From an optimization exercise on the open Yosys and OpenROAD flow, aimed at small area; shortcuts taken in it are not production practice. In this exercise RTL edits were held to simulation tests only and were not proved equivalent to the original. No activity file was given, so power comes from the tool's default toggle rates.

== trial 57 ==
## measure_bw
module measure_bw#
(
    parameter[63:0] ADDRESS_OFFSET        = 64'h0000_0000,
    parameter       MAX_OUTSTANDING_RREQ  = 8,
    parameter       MAX_OUTSTANDING_WREQ  = 8,
    parameter       AXI_DATA_WIDTH        = 64,
    parameter       AXI_ADDR_WIDTH        = 64
)
(
    input wire  AXI_ACLK, AXI_ARESETN,
    input  wire[6-1 : 0]    S_AXI_AWADDR,   
    input  wire                             S_AXI_AWVALID,  
    output wire                                             S_AXI_AWREADY,
    input  wire[2 : 0]                      S_AXI_AWPROT,
    input  wire[32-1 : 0]    S_AXI_WDATA,      
    input  wire                             S_AXI_WVALID,
    input  wire[(32/8)-1:0]  S_AXI_WSTRB,
    output wire                                             S_AXI_WREADY,
    output  wire[1 : 0]                                     S_AXI_BRESP,
    output  wire                                            S_AXI_BVALID,
    input   wire                            S_AXI_BREADY,
    input  wire[6-1 : 0]    S_AXI_ARADDR,     
    input  wire                             S_AXI_ARVALID,
    input  wire[2 : 0]                      S_AXI_ARPROT,     
    output wire                                             S_AXI_ARREADY,
    output  wire[32-1 : 0]                   S_AXI_RDATA,
    output  wire                                            S_AXI_RVALID,
    output  wire[1 : 0]                                     S_AXI_RRESP,
    input   wire                            S_AXI_RREADY,
    output wire[AXI_ADDR_WIDTH-1 : 0]      M_AXI_ARADDR,     
    output wire                            M_AXI_ARVALID,
    output wire[2:0]                       M_AXI_ARPROT,     
    output wire                            M_AXI_ARLOCK,
    output wire[3:0]                       M_AXI_ARID,
    output wire[7:0]                       M_AXI_ARLEN,
    output wire[2:0]                       M_AXI_ARSIZE,
    output wire[1:0]                       M_AXI_ARBURST,
    output wire[3:0]                       M_AXI_ARCACHE,
    output wire[3:0]                       M_AXI_ARQOS,
    input  wire                                              M_AXI_ARREADY,
    input  wire[AXI_DATA_WIDTH-1 : 0]                        M_AXI_RDATA,
    input  wire                                              M_AXI_RVALID,
    input  wire[1:0]                                         M_AXI_RRESP,
    input  wire                                              M_AXI_RLAST,
    output wire                            M_AXI_RREADY,
    output wire[AXI_ADDR_WIDTH-1:0]        M_AXI_AWADDR,
    output wire                            M_AXI_AWVALID,
    output wire[2:0]                       M_AXI_AWPROT,
    output wire[3:0]                       M_AXI_AWID,
    output wire[7:0]                       M_AXI_AWLEN,
    output wire[2:0]                       M_AXI_AWSIZE,
    output wire[1:0]                       M_AXI_AWBURST,
    output wire                            M_AXI_AWLOCK,
    output wire[3:0]                       M_AXI_AWCACHE,
    output wire[3:0]                       M_AXI_AWQOS,
    input  wire                                              M_AXI_AWREADY,
    output wire[AXI_DATA_WIDTH-1 : 0]      M_AXI_WDATA,
    output wire                            M_AXI_WVALID,
    output wire[(AXI_DATA_WIDTH/8)-1:0]    M_AXI_WSTRB,
    output wire                            M_AXI_WLAST,
    input  wire                                              M_AXI_WREADY,
    input  wire[1:0]                                         M_AXI_BRESP,
    input  wire                                              M_AXI_BVALID,
    output wire                           M_AXI_BREADY
 );
Size in the first run: roughly 440 I/O pins, about 32000 µm² of cells after synthesis.
Settings: LEC_CHECK=0, CAP_MARGIN=10, CORE_MARGIN=2, CORE_UTILIZATION=70, SLEW_MARGIN=10; clock period 8.0 ns.
standard.sh (not shown) runs the stock make flow with config.mk's settings and CLKGATE_MAP_FILE= SYNTH_SCRIPT=/design/flow/synth_recipe.tcl, a recipe that flattens the netlist after the stock synthesis.
==> flow/flow/run.sh <==
#!/bin/bash
# Layout flow: the standard layout (standard.sh) with these changes to how the layout is made:
#  - after the standard synthesis (run unchanged), its combinational logic is re-mapped for area
#    with Yosys/ABC (flow/remap.ys.in, flow/remap.abc); every flip-flop instance is kept as the
#    standard synthesis made it (same names and cell types);
#  - the port buffers that global placement inserts use the smallest buffer cell;
#  - the clock tree uses larger sink clusters and no dummy loads.
# Each tool's whole output goes to a log file of its own in this folder (ORFS steps also keep
# their logs under orfs/logs/).
set -euo pipefail
here=$(pwd)
lib=$FLOW_HOME/platforms/$FLOW_PLATFORM/lib/sky130_fd_sc_hd__tt_025C_1v80.lib
res=$here/orfs/results/$FLOW_PLATFORM/measure_bw/base
yosys_exe=$(command -v yosys || echo "$FLOW_HOME/../tools/install/yosys/bin/yosys")

export BUFFER_PORTS_ARGS="-buffer_cell sky130_fd_sc_hd__buf_1"
export CTS_ARGS="-sink_clustering_enable -repair_clock_nets -sink_clustering_size 26 -sink_clustering_max_diameter 100 -dont_use_dummy_load"

# 1. the standard synthesis
bash standard.sh synth > standard_synth.log 2>&1

# 2. re-map its combinational logic
cp "$res/1_2_yosys.v" "$here/synth_standard.v"
dont_use=$(sed -n '/DONT_USE_CELLS *+=/,/^ *$/p' "$FLOW_HOME/platforms/$FLOW_PLATFORM/config.mk" \
           | grep -o 'sky130_fd_sc_hd__[a-z0-9_]*' | sed 's/^/-dont_use /' | tr '\n' ' ')
printf 'set_driving_cell sky130_fd_sc_hd__buf_1\nset_load 5\n' > "$here/remap.constr"
sed -e "s#@LIB@#$lib#g" -e "s#@IN@#$here/synth_standard.v#" -e "s#@TOP@#$FLOW_TOP#" \
    -e "s#@DONTUSE@#$dont_use#" -e "s#@ABC@#$here/flow/remap.abc#" \
    -e "s#@CONSTR@#$here/remap.constr#" -e "s#@OUT@#$here/synth_remapped.v#" \
    flow/remap.ys.in > "$here/remap.ys"
"$yosys_exe" -s "$here/remap.ys" > remap.log 2>&1
cp "$here/synth_remapped.v" "$res/1_2_yosys.v"
rm -f "$res/1_synth.odb" "$res/1_synth.sdc"

# 3. the rest of the standard layout, from the re-mapped netlist
bash standard.sh > standard.log 2>&1
Other scripts of this flow, unchanged in this note and not shown: flow/flow/remap.abc, flow/flow/remap.ys.in
Edits applied to the flow inputs when going from trial 57 to trial 73:
diff --git a/flow/design.v b/flow/design.v
--- a/flow/design.v
+++ b/flow/design.v
@@ -67,15 +67,15 @@
     localparam REG_CTL_STAT = 4'd10;
     reg       wx, wy, wz;
     reg [3:0] s_awaddr;              
     reg [1:0] s_wdata;               
     assign S_AXI_AWREADY = ~(wx | wy | wz);
     assign S_AXI_WREADY  = ~(wx | wy);
     assign S_AXI_BVALID  = wx;
-    wire       s_whs    = S_AXI_WVALID & ~wx & ~wy;
+    wire       s_whs    = S_AXI_WVALID & ~wx & ~wy & AXI_ARESETN;
     wire       s_wfirst = wy & wz;                         
     wire [3:0] s_wreg   = wz ? s_awaddr : S_AXI_AWADDR[5:2];
     assign S_AXI_BRESP = {(s_awaddr[3] & (s_awaddr[2] | ~s_awaddr[1] | s_awaddr[0])), 1'b0};
     always @(posedge AXI_ACLK) begin
         wz <= AXI_ARESETN & ~wx & ~wy & (wz | S_AXI_AWVALID);
         wy <= AXI_ARESETN & (s_whs | (wy & ~wx) | (wx & ~S_AXI_BREADY));
         wx <= AXI_ARESETN & ((wy & ~wz & ~wx) | (wx & ~S_AXI_BREADY));
@@ -115,16 +115,16 @@
         start_read  <= go & s_wdata[0];
         start_write <= go & s_wdata[1];
         cycle_counter <= go ? cstart : cc_inc;
         if (go) begin
             xfer_block_size <= blk_size;
             count_lo        <= blk_count[3:0];
         end
-        if (rdone) elapsed_read_cycles  <= cycle_counter;
-        if (bdone) elapsed_write_cycles <= cycle_counter;
+        if (rdone & AXI_ARESETN) elapsed_read_cycles  <= cycle_counter;
+        if (bdone & AXI_ARESETN) elapsed_write_cycles <= cycle_counter;
     end
     wire [7:0] burst_len = xfer_block_size[10:3] - 1'b1;
     reg  [19:0] ar_n, aw_n;
     wire        m_arhs, m_awhs;      
     wire [19:0] ar_inc, aw_inc;
     mbw_inc #(20) u_ar_inc (.a(ar_n), .ci(m_arhs), .s(ar_inc));
     mbw_inc #(20) u_aw_inc (.a(aw_n), .ci(m_awhs), .s(aw_inc));
@@ -222,41 +222,39 @@
     reg        ra, rb;
     reg [31:0] s_rdata;
     reg        s_rerr;
     assign S_AXI_ARREADY = ~(ra | rb);
     assign S_AXI_RVALID  = ra & ~rb;
     assign S_AXI_RDATA   = s_rdata;
     assign S_AXI_RRESP   = {s_rerr, 1'b0};
-    wire busy_r_next = go & s_wdata[0] | start_read  | (r_act & ~rdone);
-    wire busy_w_next = go & s_wdata[1] | start_write | (b_act & ~bdone);
-    wire [3:0] ra_reg = S_AXI_ARADDR[5:2];
-    wire sel_cc_h = (ra_reg == 4'd6 & rdone) | (ra_reg == 4'd8 & bdone);
-    wire sel_cc_l = (ra_reg == 4'd7 & rdone) | (ra_reg == 4'd9 & bdone);
+    wire [3:0] ra_reg  = S_AXI_ARADDR[5:2];
     wire       rd_load = S_AXI_ARREADY & S_AXI_ARVALID;
-    wire       rd_hit  = rd_load & (ra_reg <= REG_CTL_STAT);
+    wire       rd_cfg  = rd_load & (ra_reg <= 4'd5);
+    wire       rd_bad  = rd_load & (ra_reg >  REG_CTL_STAT);
+    wire [3:0] ra_res  = ra_reg - 4'd5;
+    reg  [2:0] rd_res;               
     wire [31:0] rd_next =
-          ({32{~rd_load}} & s_rdata)
-        | ({32{rd_hit & ra_reg == 4'd0}} & raddr_h)
-        | ({32{rd_hit & ra_reg == 4'd1}} & raddr_l)
-        | ({32{rd_hit & ra_reg == 4'd2}} & waddr_h)
-        | ({32{rd_hit & ra_reg == 4'd3}} & waddr_l)
-        | ({32{rd_hit & ra_reg == 4'd4}} & blk_size)
-        | ({32{rd_hit & ra_reg == 4'd5}} & blk_count)
-        | ({32{rd_hit & ra_reg == 4'd6 & ~rdone}} & elapsed_read_cycles[63:32])
-        | ({32{rd_hit & ra_reg == 4'd7 & ~rdone}} & elapsed_read_cycles[31: 0])
-        | ({32{rd_hit & ra_reg == 4'd8 & ~bdone}} & elapsed_write_cycles[63:32])
-        | ({32{rd_hit & ra_reg == 4'd9 & ~bdone}} & elapsed_write_cycles[31: 0])
-        | ({32{rd_hit & sel_cc_h}} & cycle_counter[63:32])
-        | ({32{rd_hit & sel_cc_l}} & cycle_counter[31: 0])
-        | ({32{rd_hit & ra_reg == REG_CTL_STAT}} & {30'd0, busy_w_next, busy_r_next})
-        | ({32{rd_load & ~rd_hit}} & 32'h0DEC0DE0);
+          ({32{~rd_load & (rd_res == 3'd0)}} & s_rdata)
+        | ({32{rd_cfg & ra_reg == 4'd0}} & raddr_h)
+        | ({32{rd_cfg & ra_reg == 4'd1}} & raddr_l)
+        | ({32{rd_cfg & ra_reg == 4'd2}} & waddr_h)
+        | ({32{rd_cfg & ra_reg == 4'd3}} & waddr_l)
+        | ({32{rd_cfg & ra_reg == 4'd4}} & blk_size)
+        | ({32{rd_cfg & ra_reg == 4'd5}} & blk_count)
+        | ({32{rd_bad}} & 32'h0DEC0DE0)
+        | ({32{rd_res == 3'd1}} & elapsed_read_cycles[63:32])
+        | ({32{rd_res == 3'd2}} & elapsed_read_cycles[31: 0])
+        | ({32{rd_res == 3'd3}} & elapsed_write_cycles[63:32])
+        | ({32{rd_res == 3'd4}} & elapsed_write_cycles[31: 0])
+        | ({32{rd_res == 3'd5}} & {30'd0, start_write | b_act, start_read | r_act});
     always @(posedge AXI_ACLK) begin
         rb <= AXI_ARESETN & ~ra & (rb | S_AXI_ARVALID);
         ra <= AXI_ARESETN & (rb | (ra & ~S_AXI_RREADY));
-        if (rd_load) s_rerr <= ~rd_hit;
+        rd_res <= (rd_load & ~rd_cfg & ~rd_bad) ? ra_res[2:0] : 3'd0;
+        if (rd_load) s_rerr <= rd_bad;
         s_rdata <= rd_next;
     end
 endmodule
 module mbw_inc #(parameter N = 8)
 (
     input  wire [N-1:0] a,
     input  wire         ci,
Notes after the runs:
Power spent charging and discharging nets delta (trial 73 − trial 57): unfavourable
Sequential cell count: trial 73 vs trial 57 up 3
The worst clock skew in trial 73 was lower than what trial 57 gave.
Design area delta (trial 73 − trial 57): favourable
Summary of trial 73 over trial 57: layout overhead on the synthesized area about even; number of clock sinks has increased; maximum VDD drop now sits lower; final wirelength down about 1.7%.
Trial 73 finished end to end and its layout was clean on timing, DRC and antenna.
Trial 73 vs trial 57 on gate count after technology mapping: trial 73 is the lower one.
Clock-cell share of area essentially unchanged between trial 57 and trial 73.
Trial 73 vs. trial 57: height of the chip saw a decrease; upper clock frequency limit saw an increase; power saw an increase.

-- port drivers added, routing unchanged --
In the flow no input, the clock included, has a driving cell. The finished layouts below were timed again as built, in two steps.
Step 1, drivers: a clkbuf_16 drives AXI_ACLK and a buf_2 each remaining input, both assumed.
Step 2 moves the port delays by t, midway between the first and last clock arrival at a register: inputs arrive t later, outputs are due t later. That takes back most of the time a late clock gives input paths.
Three values: no drivers, after step 1, after step 2; two values: the first two.
| run | shift t [ns] | setup slack, ns | hold WS [ns] | worst register clock-pin slew, ns | worst data-port slew with drivers (ns) |
|---|---|---|---|---|---|
| trial 57 | 0.633 | 0.681 / 0.681 / 0.681 | 0.414 / 0.414 / 0.414 | 0.11 / 0.11 | 0.09 |
| trial 73 | 0.631 | 1.188 / 1.188 / 1.188 | 0.365 / 0.365 / 0.365 | 0.11 / 0.11 | 0.06 |
After both steps setup and hold are still met in every run listed.
